Background: an optimization exercise with open tools, aiming at small area and a short achievable clock period. Do not read the settings as production practice.
No run shown here included a check of the RTL's function; only the layout flow was run.

## flow/design.v (module list and top-level ports; edited modules follow where they fit)
// module izhikevich: 5455 lines
module izhikevich (clk, a, b, c, d, v, u, i, v_prime, u_prime, fired);
  // ...
==> flow/run.sh <==
#!/bin/bash
# synth_recipe.tcl (not shown) runs the flow's synth.tcl, then flattens the netlist and writes it again
# the make line also repeats each setting of config.mk as NAME=value (left out here)
make -C /OpenROAD-flow-scripts/flow DESIGN_CONFIG=/design/flow/config.mk WORK_HOME=/design/flow/orfs CLKGATE_MAP_FILE= SYNTH_SCRIPT=/design/flow/synth_recipe.tcl finish
==> flow/config.mk <==
export PLATFORM = sky130hd
export DESIGN_NAME = izhikevich
export DESIGN_NICKNAME = izhikevich
export VERILOG_FILES = /design/flow/design.v
export SDC_FILE = /design/flow/constraint.sdc
export NUM_CORES = 4
export LEC_CHECK = 0
export CAP_MARGIN = 20
export CORE_MARGIN = 2
export CORE_UTILIZATION = 40
export SLEW_MARGIN = 20
==> flow/constraint.sdc <==
create_clock -name core_clock -period 24.0 [get_ports {clk}]
set_input_delay 4.8000 -clock core_clock [delete_from_list [all_inputs] [get_ports {clk}]]
set_output_delay 4.8000 -clock core_clock [all_outputs]
set_load 0.01 [all_outputs]
==> results.py, run 1 <==
metrics = {
    "global_route": {
        "grt_overflow": 0,
        "grt_pass1_wl_mm": 131,
        "antenna_found_initial": 0,
    },
    "yosys": {
        "synth_top_family_by_area": "adder cells",
        "synth_cells": 3265,
        "seq_area_frac_synth": 0.0255,
        "async_flop_share": 0,
    },
    "final_layout": {
        "multi_input_comb_area_mm2": 0.0243,
        "final_common_cell": "xnor2_1",
        "antennaDiodeCount": 0,
        "fin_nets": 4063,
    },
    "place": {
        "dp.cells": 4167,
        "io_buffers": 154,
        "pre_cts_ws_ns": 3.31,
    },
    "floorplan": {
        "rows": 96,
    },
    "status": {
        "status": "finished clean",
    },
    "timing": {
        "clock.fmax_ghz": 0.0489,
    },
    "critical_path": {
        "crit_buf_inv": 10,
        "cp.required_ns": 24.17,
    },
    "clocking": {
        "clockBufferDepth": 2,
        "cts_sinks": 35,
        "holdBufCountCts": 0,
    },
    "routing": {
        "firstDrtPassIters": 7,
    },
}
==> run 2: changes to the inputs <==
--- a/flow/config.mk
+++ b/flow/config.mk
@@ -8,4 +8,5 @@
 export CAP_MARGIN = 20
 export CORE_MARGIN = 2
 export CORE_UTILIZATION = 40
+export SETUP_SLACK_MARGIN = 5
 export SLEW_MARGIN = 20
==> results.py, run 2 <==
metrics = {
    "place": {
        "pre_cts_ws_ns": 3.31,
        "gp_congestion": 0.916,
        "dp.cells": 4167,
        "hpwl_mm": 64.8,
        "io_buffers": 154,
    },
    "timing": {
        "fin_setup_tns_ns": 0,
        "setup_viol": 0,
        "report.final.slew_viol_count": 0,
        "period_share": 0.764,
        "setup_ws_ns": 5.66,
        "slew_headroom": 0.239,
        "clock.fmax_ghz": 0.0545,
        "tightest_slew_ns": 1.14,
        "grt_setup_unrepaired": "false",
        "period_needed_ns": 18.34,
        "hold_viol": 0,
    },
    "global_route": {
        "grt_pass1_vias": 22928,
        "grt.total_usage": 0.232,
        "grt_pass1_wl_mm": 131,
        "antenna_found_initial": 0,
        "grt_max_degree": 44,
        "grt_overflow": 0,
    },
    "yosys": {
        "synth_top_area_share": 0.187,
        "synth.most_common_cell": "xnor2_1",
        "seq_area_frac_synth": 0.0255,
        "ys.flop_type": "dfxtp_1",
        "async_flop_share": 0,
        "synth_top_cell_by_area": "fa_1",
        "syn-cell-area_mm2": 0.0275,
        "synth_common_cells": "xnor2_1 (557), inv_1 (452), ha_1 (394), a22oi_1 (271), fa_1 (257)",
        "synth_area_leaders": "fa_1 (19%), ha_1 (18%), xnor2_1 (18%), a22oi_1 (7.4%), inv_1 (6.2%)",
        "synth_seq_cells": 35,
        "syn_nets": 4036,
        "synth_cells": 3265,
        "yosysUniqueCellTypes": 87,
        "avgSynthCellArea_um2": 8.42,
        "yosysWarnings": 1,
        "synth_edf_count": 0,
    },
    "clocking": {
        "numCtsBuffers": 5,
        "cts_sinks": 35,
        "cts_tree": "yes",
        "clockBufferDepth": 2,
        "root_buffer": "clkbuf_16",
        "htreeDepth": 2,
        "path_clk_slew_ns": 0.06,
    },
    "critical_path": {
        "crit_buf_inv": 10,
        "slowest_delay_ns": 0.53,
        "cp_max_fo": 20,
        "critical_path_depth": 59,
        "worstPathArrival_ns": 18.49,
        "path_delay_family": "adder cells",
        "worstSetupPathType": "input port to register",
        "start_kind": "input port",
        "crit_top_cell": "xnor2_1",
        "slowest_stage": "fa_1",
        "crit_start": "b[1]",
        "cp.required_ns": 24.15,
        "critPathCaptureType": "register",
        "endpoint": "u_prime[12]$_DFF_P_",
    },
    "final_layout": {
        "n_fill_cell": 6847,
        "seqCellArea_um2": 701,
        "fin_nets": 4081,
        "multi_input_comb_area_mm2": 0.0246,
        "layout_common_cells": "xnor2_1 (553), inv_1 (452), ha_1 (389), a22oi_1 (269), fa_1 (257)",
        "stdcell_count": 4193,
        "area_delta_synth_final_pct": 10.5,
        "final_common_cell": "xnor2_1",
        "largestRegisters": "u_prime: 17 flops, v_prime: 17 flops, fired: 1 flops",
        "drive_gt1_frac": 0.0568,
        "antennaDiodeCount": 0,
    },
    "floorplan": {
        "die_h_um": 266,
        "fp.dieArea_mm2": 0.0708,
        "pin_count": 155,
        "rows": 96,
        "die_w_um": 266,
        "core_area_mm2": 0.0683,
        "start_util": 0.402,
    },
    "routing": {
        "wl_mm": 83.3,
        "firstDrtPassIters": 5,
        "vias_per_cell": 5.59,
        "dr_total_vias": 23449,
        "drc": 0,
        "ant_nets": 0,
        "drt_iter0_drc": 2013,
        "routedWlPerCell_um": 19.9,
    },
    "run": {
        "maxCapViolCount": 0,
    },
    "worst_hold_path": {
        "holdCritPathClass": "input port to register",
    },
    "status": {
        "status": "finished clean",
    },
}
## run 2: cell counts after synthesis
Identical to the previous run, type by type.
## run 2: cell type report
cell class | count | share of cell area
repair buffers | 224 | 0.0685
multi-input cells | 2579 | 0.809
well taps | 882 | 0.0363
flip-flops and latches | 35 | 0.0231
clock buffers | 8 | 0.00515
inverters | 465 | 0.0576
## run 2: cell families (layout without fill, tap and decap cells)
group | count (synthesis) | after routing | synth area share
xor+xnor | 692 | 692 | 0.224
simple gates | 428 | 428 | 0.0772
fa+ha+maj | 652 | 652 | 0.367
compound gates | 740 | 740 | 0.191
flops | 35 | 35 | 0.0255
buf+inv | 651 | 697 | 0.0899
mux | 67 | 67 | 0.0255
## run 2: through the flow
step / hold WS (ns) / util / instance area (µm²)
2_1_floorplan: 4.91 / - / 27500
3_3_place_gp: 5.35 / 0.436 / 29800
3_5_place_dp: 5.35 / 0.436 / 29800
4_1_cts: 5.05 / 0.439 / 30000
5_1_grt: 5.07 / 0.444 / 30400
6_report: 5.06 / 0.444 / 30400
## run 2: routing by layer
metal  routed length [µm]  global-route usage
met3                 4880              0.0152
met1                39100               0.342
met4                 1630              0.0500
met2                37700               0.370
met5                    0                   0
## run 2: timing repair
action	in CTS	in global routing
hold buffers	0	0
buffers inserted	2	16
pin swaps	1	7
endpoints found under the setup margin	16	16
resized for setup	22	46
## run 2: how the worst min path moves through the flow
| stage | startpoint | endpoint | slack [ns] | cells after the start |
|---|---|---|---|---|
| 2_1_floorplan | c[16] | v_prime[16]$_DFF_P_ | 4.91 | 2 |
| 3_3_place_gp | c[16] | v_prime[16]$_DFF_P_ | 5.35 | 3 |
| 3_5_place_dp | c[16] | v_prime[16]$_DFF_P_ | 5.35 | 3 |
| 4_1_cts | c[16] | v_prime[16]$_DFF_P_ | 5.05 | 3 |
| 5_1_grt | c[16] | v_prime[16]$_DFF_P_ | 5.07 | 3 |
| 6_report | c[16] | v_prime[16]$_DFF_P_ | 5.06 | 3 |

[port drivers added, routing unchanged]
In the flow no input, the clock included, has a driving cell. The finished layouts below were timed again as built, in two steps.
Step 1 (the two cells are an assumption about what drives the block):
set clk [get_ports {clk}]
set_driving_cell -lib_cell sky130_fd_sc_hd__clkbuf_16 $clk
set_driving_cell -lib_cell sky130_fd_sc_hd__buf_2 [delete_from_list [all_inputs] $clk]
Step 2 adds t to the input delays and takes it off the output delays; t is the mean of the earliest and latest rising clock arrival at the registers after step 1. Input paths then give back, and output paths get back, about the clock's delay inside the block.
Three values: ideal ports, drivers, drivers and shift; two values: the first two.
run	t (ns)	setup WS [ns]	slew at the worst register clock pin (ns)
run 1	0.323	3.555 / 3.571 / 3.249	0.06 / 0.06
run 2	0.323	5.662 / 5.676 / 5.353	0.06 / 0.06
After both steps setup and hold are still met in every run listed. The setup slack of run 2, which loses most, moves by +0.014 ns with the drivers and by -0.309 ns with both steps.
